This design comes from an exercise in tuning for small area on the open sky130 flow, not from production work.
Where RTL was checked, it was by simulation tests only, not by an equivalence proof against the original.
The clock port is modelled as an ideal driver; clocking choices that lean on that would not hold on a real chip.
Power and IR drop assume default switching activity.

==> flow/design.v (excerpt) <==
module axi_trim
#(
	parameter DATA_WIDTH = 8,
	parameter TRIM_LEN = 7
)
(
	input logic         clk,
	input logic         rst_n,
	input logic [DATA_WIDTH*8-1:0] trim_in_tdata,
	input logic [DATA_WIDTH-1:0]   trim_in_tkeep,
	input logic                    trim_in_tlast,
	input logic                    trim_in_tvalid,
	output logic                   trim_in_tready,
	output logic [DATA_WIDTH*8-1:0] trim_out_tdata,
	output logic [DATA_WIDTH-1:0]   trim_out_tkeep,
	output logic                    trim_out_tlast,
	output logic                    trim_out_tvalid,
	input logic                   trim_out_tready,
	input logic [TRIM_LEN-1:0]     trim_len
);
logic [63:0] prev_data_n;  
logic [2:0]  tail_cnt;     
logic        in_pkt;       
logic        flush;        
logic [2:0]  rot;          
logic [7:0]  low;          
logic [63:0] d1, d2, in_rot;
logic [7:0]  k1, k2, keep_rot;
logic        tail;
logic [7:0]  tk;           
logic [7:0]  tail_keep;
always_comb begin
	rot = trim_len[2:0];
	for (int j = 0; j < 8; j++)
		low[j] = (j + trim_len[3:0] < 8);
	d1 = rot[2] ? {trim_in_tdata[31:0], trim_in_tdata[63:32]} : trim_in_tdata;
	d2 = rot[1] ? {d1[15:0], d1[63:16]} : d1;
	in_rot = rot[0] ? {d2[7:0], d2[63:8]} : d2;
	k1 = rot[2] ? {trim_in_tkeep[3:0], trim_in_tkeep[7:4]} : trim_in_tkeep;
	k2 = rot[1] ? {k1[1:0], k1[7:2]} : k1;
	keep_rot = rot[0] ? {k2[0], k2[7:1]} : k2;
	for (int j = 0; j < 8; j++) begin
		trim_out_tdata[8*j +: 8] = (flush | low[j]) ? ~prev_data_n[8*j +: 8] : in_rot[8*j +: 8];
	end
	for (int j = 0; j < 8; j++)
		tail_keep[j] = (tail_cnt >= j);
	trim_out_tkeep = flush ? tail_keep : (low | keep_rot);
	tk = keep_rot & low;
	tail = (trim_len[3] == 1'b0) && trim_in_tkeep[trim_len[2:0]];
end
always_comb trim_out_tvalid = flush | (trim_in_tvalid & in_pkt);
always_comb trim_out_tlast  = flush | (trim_in_tlast & ~tail);
always_comb trim_in_tready  = trim_out_tready;
always_ff @(posedge clk) begin
	if (trim_out_tready) begin
		prev_data_n <= ~in_rot;
		tail_cnt  <= {tk[4], tk[6] | (tk[2] & ~tk[4]),
		              tk[7] | (tk[5] & ~tk[6]) | (tk[3] & ~tk[4]) | (tk[1] & ~tk[2])};
	end
end
always_ff @(posedge clk or negedge rst_n) begin
	if (!rst_n) begin
		in_pkt <= 1'b0;
		flush  <= 1'b0;
	end else if (trim_out_tready) begin
		flush <= trim_in_tvalid & trim_in_tlast & tail;
  ...
==> flow/config.mk <==
export PLATFORM = sky130hd
export DESIGN_NAME = axi_trim
export DESIGN_NICKNAME = axi_trim
export VERILOG_FILES = /design/flow/design.v
export SDC_FILE = /design/flow/constraint.sdc
export NUM_CORES = 4
export LEC_CHECK = 0
export ABC_AREA = 1
export CAP_MARGIN = 20
export CORE_MARGIN = 2
export CORE_UTILIZATION = 40
export SLEW_MARGIN = 20
==> flow/constraint.sdc <==
create_clock -name core_clock -period 4.0 [get_ports {clk}]
set_input_delay 0.8000 -clock core_clock [delete_from_list [all_inputs] [get_ports {clk}]]
set_output_delay 0.8000 -clock core_clock [all_outputs]
set_load 0.01 [all_outputs]
standard.sh (not shown) runs the stock make flow with config.mk's settings and CLKGATE_MAP_FILE= SYNTH_SCRIPT=/design/flow/synth_recipe.tcl, a recipe that flattens the netlist after the stock synthesis.
==> flow/flow/run.sh <==
#!/bin/bash
# Standard ORFS layout with these changes: an area-oriented ABC mapping
# (abc_area.script here) that maps 2:1 muxes to inverting o22ai cells (the
# non-inverting mux-like cells are withheld from ABC only), the smallest
# buffer on the ports, and clock tree synthesis with small clock buffers and
# without dummy loads, then smaller clock buffers where the clock slew allows
# (post_cts.tcl). Each tool's output goes to a log of its own under
# orfs/logs; standard_flow.log has the make output.
set -euo pipefail
here=$(pwd)
rm -rf "$here/scripts"
cp -r "$FLOW_HOME/scripts" "$here/scripts"
cp "$here/flow/abc_area.script" "$here/scripts/abc_area.script"
du=""
for c in o22a_1 o22a_2 o22a_4 a22o_1 a22o_2 a22o_4 mux2_1 mux2_2 mux2_4 mux2_8; do
  du="$du -dont_use sky130_fd_sc_hd__$c"
done
sed -i "s|log_cmd abc {\*}\$abc_args|log_cmd abc {*}\$abc_args$du|" "$here/scripts/synth.tcl"
grep -q "sky130_fd_sc_hd__mux2_8" "$here/scripts/synth.tcl"
export SCRIPTS_DIR="$here/scripts"
export BUFFER_PORTS_ARGS="-buffer_cell sky130_fd_sc_hd__buf_1"
export POST_CTS_TCL="$here/flow/post_cts.tcl"
export CTS_ARGS="-sink_clustering_enable -repair_clock_nets -dont_use_dummy_load -buf_list {sky130_fd_sc_hd__clkbuf_8}"
bash standard.sh > "$here/standard_flow.log" 2>&1
==> flow/flow/abc_area.script <==
strash
dch
amap
topo
==> flow/flow/post_cts.tcl <==
# After clock tree synthesis: swap each clock buffer for the smaller
# clkbuf_4 where every flip-flop clock pin keeps a slew of at most 100 ps.
proc worst_clk_slew {} {
  set w 0
  foreach p [get_pins -hier */CLK] {
    set s [get_property $p slew_max]
    if {$s > $w} { set w $s }
  }
  return $w
}
estimate_parasitics -placement
puts "post_cts: worst flip-flop clock slew before [worst_clk_slew]"
foreach inst [get_cells clkbuf_*_clk] {
  set old [get_property $inst ref_name]
  if {$old ne "sky130_fd_sc_hd__clkbuf_8"} { continue }
  replace_cell $inst sky130_fd_sc_hd__clkbuf_4
  estimate_parasitics -placement
  set w [worst_clk_slew]
  if {$w > 0.100} {
    replace_cell $inst $old
    estimate_parasitics -placement
    puts "post_cts: kept [get_full_name $inst] as $old ($w)"
  } else {
    puts "post_cts: [get_full_name $inst] now clkbuf_4 ($w)"
  }
}
puts "post_cts: worst flip-flop clock slew after [worst_clk_slew]"
Edit:
--- a/flow/flow/run.sh
+++ b/flow/flow/run.sh
@@ -5,5 +5,5 @@
 # buffer on the ports, and clock tree synthesis with small clock buffers and
 # without dummy loads, then smaller clock buffers where the clock slew allows
-# (post_cts.tcl). Each tool's output goes to a log of its own under
+# and other gates smaller where timing and slew allow (post_cts.tcl). Each tool's output goes to a log of its own under
 # orfs/logs; standard_flow.log has the make output.
 set -euo pipefail
==> flow/flow/post_cts.tcl (replaced) <==
# After clock tree synthesis: swap each clock buffer for the smaller
# clkbuf_4 where every flip-flop clock pin keeps a slew of at most 100 ps.
proc worst_clk_slew {} {
  set w 0
  foreach p [get_pins -hier */CLK] {
    set s [get_property $p slew_max]
    if {$s > $w} { set w $s }
  }
  return $w
}
estimate_parasitics -placement
puts "post_cts: worst flip-flop clock slew before [worst_clk_slew]"
foreach inst [get_cells clkbuf_*_clk] {
  set old [get_property $inst ref_name]
  if {$old ne "sky130_fd_sc_hd__clkbuf_8"} { continue }
  foreach c {sky130_fd_sc_hd__clkbuf_4} {
    replace_cell $inst $c
    estimate_parasitics -placement
    set w [worst_clk_slew]
    if {$w <= 0.100} { break }
    replace_cell $inst $old
    set c $old
  }
  estimate_parasitics -placement
  puts "post_cts: [get_full_name $inst] is $c ([worst_clk_slew])"
}
puts "post_cts: worst flip-flop clock slew after [worst_clk_slew]"

# Then swap each other gate for the smallest drive of the same function that
# keeps setup slack of at least 150 ps, hold slack of at least 50 ps and no
# slew or capacitance violation.
proc shrink_ok {} {
  estimate_parasitics -placement
  if {[sta::worst_slack_cmd max] < 0.15e-9} { return 0 }
  if {[sta::worst_slack_cmd min] < 0.05e-9} { return 0 }
  if {[sta::max_slew_violation_count] > 0} { return 0 }
  if {[sta::max_capacitance_violation_count] > 0} { return 0 }
  return 1
}
set saved 0
foreach inst [get_cells *] {
  set m [get_property $inst ref_name]
  if {![regexp {^(sky130_fd_sc_hd__[a-z0-9]+)_([0-9]+)$} $m -> base drive]} { continue }
  if {$drive <= 1 || [string match "*df*" $base] || [string match "*dl*" $base]} { continue }
  set n [get_full_name $inst]
  if {[string match clkbuf_*_clk $n]} { continue }
  set cands {}
  if {$base eq "sky130_fd_sc_hd__buf" || $base eq "sky130_fd_sc_hd__clkbuf"} {
    set cands {sky130_fd_sc_hd__buf_1 sky130_fd_sc_hd__buf_2 sky130_fd_sc_hd__buf_4}
  } else {
    foreach d {0 1 2 4} {
      if {$d < $drive && [llength [get_lib_cells -quiet */${base}_$d]]} { lappend cands ${base}_$d }
    }
  }
  set a0 [get_property [get_lib_cells */$m] area]
  foreach c $cands {
    set a1 [get_property [get_lib_cells */$c] area]
    if {$a1 >= $a0} { continue }
    replace_cell $inst $c
    if {[shrink_ok]} {
      set saved [expr {$saved + $a0 - $a1}]
      puts "post_cts: $n $m -> $c"
      break
    }
    replace_cell $inst $m
  }
}
estimate_parasitics -placement
puts "post_cts: gates shrunk by $saved um2, setup slack [sta::worst_slack_cmd max], hold slack [sta::worst_slack_cmd min]"
After rerunning:
- The changed run produced a clean layout
- hold slack gets worse by 0.0032 ns
- wire length rises by 0.51%
- fmax falls by 4.0%
- count of clock-buffer cells in the layout is unchanged
- utilization falls by 0.38 points
- sequential cell count stays the same
- die area stays the same
- register-to-register slack is about the same

---

axi_trim, a different RTL version from the one above (not shown whole).
Size: roughly 420 cells after synthesis, ~73 flip-flops, roughly 0.0042 mm2 of cells after synthesis.
Settings: LEC_CHECK=0, ABC_AREA=1, CAP_MARGIN=20, CORE_MARGIN=2, CORE_UTILIZATION=40, SLEW_MARGIN=20; clock period 4.0 ns.
==> flow/flow/run.sh <==
#!/bin/bash
# Standard ORFS layout with these changes: an area-oriented ABC mapping
# (abc_area.script here) that maps 2:1 muxes to inverting o22ai cells (the
# non-inverting mux-like cells are withheld from ABC only), the smallest
# buffer on the ports, and clock tree synthesis with small clock buffers and
# without dummy loads. Each tool's output goes to a log of its own under
# orfs/logs; standard_flow.log has the make output.
set -euo pipefail
here=$(pwd)
rm -rf "$here/scripts"
cp -r "$FLOW_HOME/scripts" "$here/scripts"
cp "$here/flow/abc_area.script" "$here/scripts/abc_area.script"
du=""
for c in o22a_1 o22a_2 o22a_4 a22o_1 a22o_2 a22o_4 mux2_1 mux2_2 mux2_4 mux2_8; do
  du="$du -dont_use sky130_fd_sc_hd__$c"
done
sed -i "s|log_cmd abc {\*}\$abc_args|log_cmd abc {*}\$abc_args$du|" "$here/scripts/synth.tcl"
grep -q "sky130_fd_sc_hd__mux2_8" "$here/scripts/synth.tcl"
export SCRIPTS_DIR="$here/scripts"
export BUFFER_PORTS_ARGS="-buffer_cell sky130_fd_sc_hd__buf_1"
export CTS_ARGS="-sink_clustering_enable -repair_clock_nets -dont_use_dummy_load -buf_list {sky130_fd_sc_hd__clkbuf_8 sky130_fd_sc_hd__clkbuf_16} -sink_clustering_size 40 -sink_clustering_max_diameter 300"
bash standard.sh > "$here/standard_flow.log" 2>&1
==> flow/flow/abc_area.script <==
strash
dch
amap -m -F 4 -A 20
topo
The baseline completed with no timing, DRC or antenna violations.
Then changed:
--- a/flow/flow/run.sh
+++ b/flow/flow/run.sh
@@ -19,4 +19,4 @@
 export SCRIPTS_DIR="$here/scripts"
 export BUFFER_PORTS_ARGS="-buffer_cell sky130_fd_sc_hd__buf_1"
-export CTS_ARGS="-sink_clustering_enable -repair_clock_nets -dont_use_dummy_load -buf_list {sky130_fd_sc_hd__clkbuf_8 sky130_fd_sc_hd__clkbuf_16} -sink_clustering_size 40 -sink_clustering_max_diameter 300"
+export CTS_ARGS="-sink_clustering_enable -repair_clock_nets -dont_use_dummy_load -buf_list {sky130_fd_sc_hd__clkbuf_4 sky130_fd_sc_hd__clkbuf_8}"
 bash standard.sh > "$here/standard_flow.log" 2>&1
--- a/flow/config.mk
+++ b/flow/config.mk
@@ -10,3 +10,4 @@
 export CORE_MARGIN = 2
 export CORE_UTILIZATION = 40
+export GPL_TIMING_DRIVEN = 0
 export SLEW_MARGIN = 20
=>
- worst hold slack improved by 0.015 ns
- routed wire length is about the same
- via count fell by 0.35%
Then changed:
--- a/flow/config.mk
+++ b/flow/config.mk
@@ -7,7 +7,6 @@
 export LEC_CHECK = 0
 export ABC_AREA = 1
-export CAP_MARGIN = 20
+export CAP_MARGIN = 0
 export CORE_MARGIN = 2
 export CORE_UTILIZATION = 40
-export GPL_TIMING_DRIVEN = 0
-export SLEW_MARGIN = 20
+export SLEW_MARGIN = 0
The changed run completed without violations.
Die area is unchanged.
Total power is lower by about 0.9%.
Global-route usage is higher by 0.27 points.
Register-to-register slack is better by 0.17 ns.
Worst setup slack is better by 0.054 ns.
Sequential share of layout area is higher by 0.87 points.
Utilization is lower by 1.1 points.
Clock skew is unchanged.
Cell area is lower by 2.1%.
No run of this note included a check of the RTL's function; only the layout flow was run.

==> re-timing with driven ports <==
Ports are ideal in the flow. The routed layouts listed here were re-timed in OpenROAD.
Step 1 assumes that a clkbuf_16 drives the clock port and a buf_2 every other input.
Step 2 moves the port delays by t, midway between the first and last clock arrival at a register: inputs arrive t later, outputs are due t later. That takes back most of the time a late clock gives input paths.
Slacks: ideal ports / drivers / drivers and shift; pairs: ideal ports / drivers.
| run | shift t [ns] | setup slack, ns | hold slack, ns | worst setup path at the end | worst slew at a driven data input, ns |
|---|---|---|---|---|---|
| the first run of note 1 | 0.452 | 0.421 / 0.389 / 0.416 | 0.156 / 0.156 / 0.494 | input to output | 0.04 |
| the second run of note 1 | 0.453 | 0.273 / 0.248 / 0.248 | 0.153 / 0.152 / 0.493 | input to output | 0.04 |
| the first run of note 2 | 0.383 | 0.244 / 0.207 / 0.207 | 0.216 / 0.208 / 0.493 | input to output | 0.05 |
| the second run of note 2 | 0.372 | 0.190 / 0.152 / 0.152 | 0.231 / 0.229 / 0.515 | input to output | 0.06 |
| the third run of note 2 | 0.383 | 0.244 / 0.207 / 0.207 | 0.216 / 0.208 / 0.493 | input to output | 0.05 |
After both steps setup and hold are still met in every run listed. For the second run of note 2, which loses most, drivers alone change the setup slack by -0.038 ns; drivers and shift together by -0.038 ns.
